Source: an optimization exercise on an open RTL-to-GDS flow (aim: small area). Production flows keep margins and buffers that such runs may drop. In this exercise RTL edits were held to simulation tests only and were not proved equivalent to the original. The flow treats the clock pin as an ideal source, which a real chip does not have.

== try-fjord ==
Design Pong_Top, start of the top module:
module Pong_Top (input i_Clk, input i_Rst, input i_Switch_2, input i_Switch_1, input i_Switch_3, input i_Switch_4,
   output o_VGA_HSync,
   output o_VGA_VSync,
   output o_VGA_Red_0,
   output o_VGA_Red_1,
   output o_VGA_Red_2,
   output o_VGA_Grn_0,
   output o_VGA_Grn_1,
   output o_VGA_Grn_2,
   output o_VGA_Blu_0,
   output o_VGA_Blu_1,
   output o_VGA_Blu_2);
==> flow/config.mk <==
export PLATFORM = sky130hd
export DESIGN_NAME = Pong_Top
export DESIGN_NICKNAME = Pong_Top
export VERILOG_FILES = /design/flow/design.v
export SDC_FILE = /design/flow/constraint.sdc
export NUM_CORES = 4
export LEC_CHECK = 0
export CAP_MARGIN = 20
export CORE_MARGIN = 2
export CORE_UTILIZATION = 40
export CTS_BUF_LIST = sky130_fd_sc_hd__clkbuf_8
export SLEW_MARGIN = 20
export SYNTH_HIERARCHICAL = 1
==> flow/constraint.sdc <==
create_clock -name core_clock -period 40.0 [get_ports {i_Clk}]
set_input_delay 8.0000 -clock core_clock [delete_from_list [all_inputs] [get_ports {i_Clk}]]
set_output_delay 8.0000 -clock core_clock [all_outputs]
set_load 0.01 [all_outputs]
standard.sh (not shown) runs the stock make flow with config.mk's settings and CLKGATE_MAP_FILE= SYNTH_SCRIPT=/design/flow/synth_recipe.tcl, a recipe that flattens the netlist after the stock synthesis.
==> flow/flow/run.sh <==
#!/bin/bash
# The standard layout (the standard.sh, standard synthesis unchanged) with
# three area changes:
#  * ports are buffered with sky130_fd_sc_hd__buf_1,
#  * clock tree synthesis uses clkbuf_8 and inserts no dummy loads,
#  * after floorplan, each combinational cell is swapped to the smallest
#    drive strength of its own cell family (flow/downsize.tcl); later
#    repair steps resize again where slew, capacitance or timing need it.
# The make output goes to standard.log; each ORFS step logs under orfs/logs.
set -euo pipefail
F="$(pwd)/flow"
bash standard.sh \
  BUFFER_PORTS_ARGS="-buffer_cell sky130_fd_sc_hd__buf_1" \
  CTS_ARGS="-sink_clustering_enable -repair_clock_nets -dont_use_dummy_load -buf_list sky130_fd_sc_hd__clkbuf_8" \
  POST_FLOORPLAN_TCL="$F/downsize.tcl" \
  finish > standard.log 2>&1
==> flow/flow/downsize.tcl <==
# Swap every combinational cell to the smallest cell with the same function
# (same pins), leaving flip-flops, taps and fillers alone.
set db [ord::get_db]
set block [[$db getChip] getBlock]
set dont_use [list]
if {[info exists ::env(DONT_USE_CELLS)]} { set dont_use $::env(DONT_USE_CELLS) }
set n 0
set saved 0
foreach inst [$block getInsts] {
  set m [$inst getMaster]
  set name [$m getName]
  if {![string match "sky130_fd_sc_hd__*" $name]} continue
  if {[string match "*df*" $name] || [string match "*dl*" $name] || [string match "*tap*" $name] || [string match "*fill*" $name] || [string match "*decap*" $name] || [string match "*conb*" $name]} continue
  set lc [get_lib_cells -quiet */$name]
  if {$lc == ""} continue
  set family [regsub {_[0-9]+$} $name ""]
  set best $m
  set best_a [expr {[$m getWidth] * [$m getHeight]}]
  foreach e [get_lib_cells -quiet */${family}_*] {
    set en [get_name $e]
    if {[regsub {_[0-9]+$} $en ""] != $family} continue
    if {[lsearch -exact $dont_use $en] >= 0} continue
    if {![sta::equiv_cells $lc $e]} continue
    set em [$db findMaster $en]
    if {$em == "NULL" || $em == ""} continue
    set a [expr {[$em getWidth] * [$em getHeight]}]
    if {$a < $best_a} { set best $em; set best_a $a }
  }
  if {$best != $m} {
    set saved [expr {$saved + [$m getWidth] * [$m getHeight] - $best_a}]
    $inst swapMaster $best
    incr n
  }
}
puts "downsize: swapped $n cells, saved [expr {$saved / 1e6}] um2"
Inputs modified between try-fjord and try-lagoon:
diff --git a/flow/flow/run.sh b/flow/flow/run.sh
--- a/flow/flow/run.sh
+++ b/flow/flow/run.sh
@@ -5 +5,3 @@
-#  * clock tree synthesis uses clkbuf_8 and inserts no dummy loads,
+#  * clock tree synthesis uses clkbuf_8 and inserts no dummy loads; after
+#    it, clock buffers driving at most 10 sinks become clkbuf_4
+#    (flow/clkdown.tcl),
@@ -15,0 +18 @@
+  POST_CTS_TCL="$F/clkdown.tcl" \
==> flow/flow/clkdown.tcl (new file) <==
# After clock tree synthesis: clock buffers that drive few sinks are swapped
# to a smaller clock buffer (the footprint shrinks, so placement stays legal).
set db [ord::get_db]
set block [[$db getChip] getBlock]
set small [$db findMaster sky130_fd_sc_hd__clkbuf_4]
set n 0
foreach inst [$block getInsts] {
  if {[[$inst getMaster] getName] != "sky130_fd_sc_hd__clkbuf_8"} continue
  set fan 0
  foreach it [$inst getITerms] {
    if {[$it isOutputSignal]} {
      set net [$it getNet]
      if {$net != "NULL"} { set fan [expr {[llength [$net getITerms]] - 1}] }
    }
  }
  if {$fan <= 10} {
    $inst swapMaster $small
    incr n
  }
}
puts "clkdown: swapped $n clock buffers to clkbuf_4"
Findings:
try-lagoon reached the final stage; the timing, design-rule and antenna checks on its layout passed. Lower largest fanout on the critical path was reported by try-lagoon, not try-fjord. Compared with try-fjord, in try-lagoon minimum setup slack in the final design fell 120 ps; fmax decreased by about 1.2% relative to the old numbers.

========
Another version of the RTL of Pong_Top (not shown whole).
Size in the first run: about 98 flip-flops.
Settings: LEC_CHECK=0, CAP_MARGIN=20, CORE_MARGIN=2, CORE_UTILIZATION=40, CTS_BUF_LIST=sky130_fd_sc_hd__clkbuf_8, SLEW_MARGIN=20, SYNTH_HIERARCHICAL=1; clock period 40.0 ns.
==> flow/flow/run.sh <==
#!/bin/bash
# The standard layout (the standard.sh, standard synthesis unchanged) with
# three area changes:
#  * ports are buffered with sky130_fd_sc_hd__buf_1,
#  * clock tree synthesis uses clkbuf_8 and inserts no dummy loads; after
#    it, clock buffers driving at most 12 sinks become clkbuf_4
#    (flow/clkdown.tcl),
#  * after floorplan, each combinational cell is swapped to the smallest
#    drive strength of its own cell family (flow/downsize.tcl); later
#    repair steps resize again where slew, capacitance or timing need it.
# The make output goes to standard.log; each ORFS step logs under orfs/logs.
set -euo pipefail
F="$(pwd)/flow"
bash standard.sh \
  BUFFER_PORTS_ARGS="-buffer_cell sky130_fd_sc_hd__buf_1" \
  CTS_ARGS="-sink_clustering_enable -repair_clock_nets -dont_use_dummy_load -buf_list sky130_fd_sc_hd__clkbuf_8" \
  POST_FLOORPLAN_TCL="$F/downsize.tcl" \
  POST_CTS_TCL="$F/clkdown.tcl" \
  finish > standard.log 2>&1
==> flow/flow/clkdown.tcl <==
# After clock tree synthesis: clock buffers that drive few sinks are swapped
# to a smaller clock buffer (the footprint shrinks, so placement stays legal).
set db [ord::get_db]
set block [[$db getChip] getBlock]
set small [$db findMaster sky130_fd_sc_hd__clkbuf_4]
set n 0
foreach inst [$block getInsts] {
  if {[[$inst getMaster] getName] != "sky130_fd_sc_hd__clkbuf_8"} continue
  set fan 0
  foreach it [$inst getITerms] {
    if {[$it isOutputSignal]} {
      set net [$it getNet]
      if {$net != "NULL"} { set fan [expr {[llength [$net getITerms]] - 1}] }
    }
  }
  if {$fan <= 12} {
    $inst swapMaster $small
    incr n
  }
}
puts "clkdown: swapped $n clock buffers to clkbuf_4"
Scripts as last shown in full above: flow/flow/downsize.tcl
Next try:
--- a/flow/flow/run.sh
+++ b/flow/flow/run.sh
@@ -6 +6 @@
-#    it, clock buffers driving at most 12 sinks become clkbuf_4
+#    it, clock buffers driving at most 10 sinks become clkbuf_4
--- a/flow/flow/clkdown.tcl
+++ b/flow/flow/clkdown.tcl
@@ -16 +16 @@
-  if {$fan <= 12} {
+  if {$fan <= 10} {
The changed run finished with timing, DRC and antenna clean.
Setup slack hardly moves.
Synthesized cell count stays the same.
Via count barely changes.

-- port drivers added, routing unchanged --
The flow's constraints put no driver on any port. The routed layouts listed below were extracted and timed again, unchanged, in two steps.
Step 1: set_driving_cell puts a clkbuf_16 on i_Clk and a buf_2 on each other input, an assumption about the parent block.
Step 2 also shifts input and output timing later by t, the mid clock arrival at the registers, as if the neighbouring blocks saw the same clock.
Three values: ideal ports, drivers, drivers and shift; two values: the first two.
run | t, ns | slack for setup (ns) | worst hold slack (ns) | latest minus earliest clock arrival (ns) | worst slew at a driven data input, ns
try-fjord | 0.396 | 30.415 / 30.383 / 30.744 | 0.398 / 0.398 / 0.398 | 0.036 / 0.036 | 0.03
try-lagoon | 0.477 | 30.296 / 30.267 / 30.742 | 0.399 / 0.399 / 0.399 | 0.034 / 0.034 | 0.03
the first run of note 2 | 0.473 | 30.320 / 30.288 / 30.731 | 0.389 / 0.389 / 0.389 | 0.032 / 0.032 | 0.04
the second run of note 2 | 0.477 | 30.320 / 30.288 / 30.686 | 0.403 / 0.403 / 0.403 | 0.036 / 0.036 | 0.04
After both steps setup and hold are still met in every run listed.
